From an optimization exercise on the open Yosys and OpenROAD flow, aimed at small area, a short achievable clock period and few clock cycles; shortcuts taken in it are not production practice. Where RTL was checked, it was by simulation tests only, not by an equivalence proof against the original. Power figures rest on the tool's default switching activity, not on a simulated workload.

Setup of v6:
Design fullyconnect_4, start of the top module:
module fullyconnect_4(
	input logic 				  Clk, Reset, start,
	input logic signed [31:0] curdata,
	input logic signed [31:0] curweight,
	input logic signed [31:0] curbias,
	output logic 		 [13:0] data_addr,
	output logic 		 [13:0] weight_addr,
	output logic 		 [9:0]  bias_addr,
	output logic 		 [13:0] temp_addr,
	output logic signed[31:0] temp_data,
	output logic     			  temp_wren,
	output logic 				  ready
);
	logic        running;    
	logic [5:0]  step;       
	logic [5:0]  neuron;     
	logic [11:0] waddr;      
	logic        go, step_last, layer_last;
	assign data_addr   = {8'd0, step};
	assign weight_addr = {2'd0, waddr};
	assign bias_addr   = {4'd0, neuron};
	assign go = running;
	assign step_last  = (step == 6'd59);
	assign layer_last = step_last & (neuron == 6'd47);
	always_ff @(posedge Clk) begin
		if (Reset) begin
			running <= 1'b0;
			step    <= 6'd0;
			neuron  <= 6'd0;
			waddr   <= 12'd0;
		end else if (go) begin
			if (layer_last) begin
				running <= 1'b0;
				step    <= 6'd0;
				neuron  <= 6'd0;
				waddr   <= 12'd0;
			end else begin
				running <= 1'b1;
				step    <= step_last ? 6'd0 : step + 6'd1;
				neuron  <= neuron + {5'd0, step_last};
				waddr   <= waddr + 12'd1;
			end
		end else if (start) begin
			running <= 1'b1;
		end
	end
	logic v0, f0, l0, e0, v1, f1, l1, e1, wr, rdy, wr2, rdy2;
	always_ff @(posedge Clk) begin
		if (Reset) begin
			v0   <= 1'b0;
			v1   <= 1'b0;
			wr   <= 1'b0;
			rdy  <= 1'b0;
			wr2  <= 1'b0;
			rdy2 <= 1'b0;
		end else begin
			v0   <= go;
			v1   <= v0;
			wr   <= v1 & l1;
			rdy  <= v1 & l1 & e1;
			wr2  <= wr;
			rdy2 <= rdy;
		end
		f0 <= (step == 6'd0);
		l0 <= step_last;
		e0 <= layer_last;
		f1 <= f0;
		l1 <= l0;
		e1 <= e0;
	end
	logic [31:0] dn;
	logic [15:0] e_onen, e_twon, e_neg;
	logic [32:0] wx;
	assign wx = {curweight, 1'b0};
	always_ff @(posedge Clk) begin
		dn <= ~curdata;
		for (int i = 0; i < 16; i++) begin
			e_onen[i] <= ~(wx[2*i+1] ^ wx[2*i]);
			e_twon[i] <= ~((wx[2*i+2] & ~wx[2*i+1] & ~wx[2*i]) | (~wx[2*i+2] & wx[2*i+1] & wx[2*i]));
			e_neg[i]  <= wx[2*i+2] & ~(wx[2*i+1] & wx[2*i]);
		end
  ...
clock: 10.0 ns
lec_check: 0
cap_margin: 20
core_margin: 2
core_utilization: 40
place_density: 0.6
slew_margin: 20
standard.sh (not shown) runs the stock make flow with config.mk's settings and CLKGATE_MAP_FILE= SYNTH_SCRIPT=/design/flow/synth_recipe.tcl, a recipe that flattens the netlist after the stock synthesis.
==> flow/flow/run.sh <==
#!/bin/bash
# Layout flow: the standard ORFS flow (standard.sh) with these changes:
#  - synthesis runs the standard script with yosys's early generic ABC pass
#    skipped (synth -noabc), so that extract_fa sees the adders as written;
#  - timing repair (floorplan, CTS, global route) aims for SETUP_MARGIN ns of
#    setup slack beyond the design's clock period;
#  - every port still gets a buffer, but a plain buffer cell (PORT_BUF) rather
#    than the delay cell buffer_ports picks by default; repair may upsize it;
#  - clock tree synthesis runs with ORFS's arguments plus CTS_EXTRA.
# Every tool's output stays in ORFS's logs under orfs/logs; make's output is
# in standard.log.
set -euo pipefail
SETUP_MARGIN=7.0
PORT_BUF=sky130_fd_sc_hd__buf_1
CTS_EXTRA="-dont_use_dummy_load -sink_clustering_size 24 -sink_clustering_max_diameter 100"
sed 's/yosys synth -nofsm -noshare /yosys synth -nofsm -noshare -noabc /' synth_recipe.tcl > synth_recipe_noabc.tcl
grep -q -- '-noabc' synth_recipe_noabc.tcl
bash standard.sh SYNTH_SCRIPT=$PWD/synth_recipe_noabc.tcl SETUP_SLACK_MARGIN=$SETUP_MARGIN \
  "BUFFER_PORTS_ARGS=-buffer_cell $PORT_BUF" \
  "CTS_ARGS=-sink_clustering_enable -repair_clock_nets $CTS_EXTRA" \
  finish > standard.log 2>&1
Setup changes, v6 to v7
diff --git a/flow/design.v b/flow/design.v
--- a/flow/design.v
+++ b/flow/design.v
@@ -3259,26 +3259,28 @@
 	assign c386 = (s257 & s321) | (s257 & c320) | (s321 & c320);
 	assign s387 = c258 ^ s323 ^ c322;
 	assign c388 = (c258 & s323) | (c258 & c322) | (s323 & c322);
 	logic [23:0] la, lb;
 	logic [24:0] lsum;
 	logic [31:0] ha, hb;
 	assign la = {s69, s67, s65, s63, s61, s59, s57, s55, s53, s51, s49, s47, s45, s43, s41, s39, s37, s35, s33, r1[5], r1[4], r1[3], r1[2], r1[0]};
 	assign lb = {c68, c66, c64, c62, c60, c58, c56, c54, c52, c50, c48, c46, c44, c42, c40, c38, c36, c34, r1[8], 1'b0, 1'b0, 1'b0, 1'b0, r1[1]};
 	assign ha = {s387, s385, s383, s381, s379, s377, s375, s373, s371, s369, s367, s365, s363, s361, s359, s357, s355, s353, s351, s349, s347, s345, s343, s341, s339, s337, s335, s333, s331, s329, s327, s325};
 	assign hb = {c386, c384, c382, c380, c378, c376, c374, c372, c370, c368, c366, c364, c362, c360, c358, c356, c354, c352, c350, c348, c346, c344, c342, c340, c338, c336, c334, c332, c330, c328, c326, c70};
 	assign lsum = {1'b0, la} + {1'b0, lb};
 	logic [31:0] tdata, res;
+	logic [32:0] rsum;
 	logic [5:0]  oaddr;
-	assign res = acc_s + acc_c + {31'd0, dc};
+	assign rsum = {acc_s, 1'b1} + {acc_c, dc};
+	assign res  = rsum[32:1];
 	always_ff @(posedge Clk) begin
 		acc_s <= ha;
 		acc_c <= hb;
 		dc  <= lsum[24];
 		tdata <= res[31] ? 32'd0 : res;
 		if (Reset)
 			oaddr <= 6'd0;
 		else if (wr2)
 			oaddr <= rdy2 ? 6'd0 : oaddr + 6'd1;
 	end
 	assign temp_wren = wr2;
 	assign ready     = rdy2;
==> summary.txt <==
- No run among v7 and v6 stopped early or left any final violation; all are clean.
- v7 vs. v6: synthesized area went up by 290 um2; global-route usage over all layers barely changed.
- Per the comparison of v7 with v6, fmax +1.4%, worst setup slack rose by 43 ps, leakage component of the power now larger.
- Compared to v6, v7 has arithmetic-cell share of the synthesized area counting full adders, half adders and majority gates 0.33 points lower.
- Comparing the two runs side by side, v7 comes out ahead of v6 on worst hold slack.
Testbench counts of v7, summed over its fixed seeds: cycles 69,240.
No functional check of the RTL was part of v6.

-- static timing again, ports no longer ideal --
No port has a modelled driver above. Below, the same layouts with a new extraction and two added sets of constraints.
Step 1, drivers: a clkbuf_16 drives Clk and a buf_2 each remaining input, both assumed.
Step 2 adds t to the input delays and takes it off the output delays; t is the mean of the earliest and latest rising clock arrival at the registers after step 1. Input paths then give back, and output paths get back, about the clock's delay inside the block.
Slacks: ideal / step 1 / step 2; pairs: ideal / step 1.
| run | t (ns) | slack for setup (ns) | hold slack, ns | worst setup path at the end | latest minus earliest clock arrival (ns) |
|---|---|---|---|---|---|
| v6 | 0.639 | 6.884 / 6.858 / 6.763 | 0.327 / 0.327 / 0.327 | input to register | 0.053 / 0.053 |
| v7 | 0.633 | 6.927 / 6.863 / 6.901 | 0.334 / 0.334 / 0.334 | input to register | 0.052 / 0.051 |
After both steps every run listed still meets setup and hold. The setup slack of v6, which loses most, moves by -0.026 ns with the drivers and by -0.121 ns with both steps.
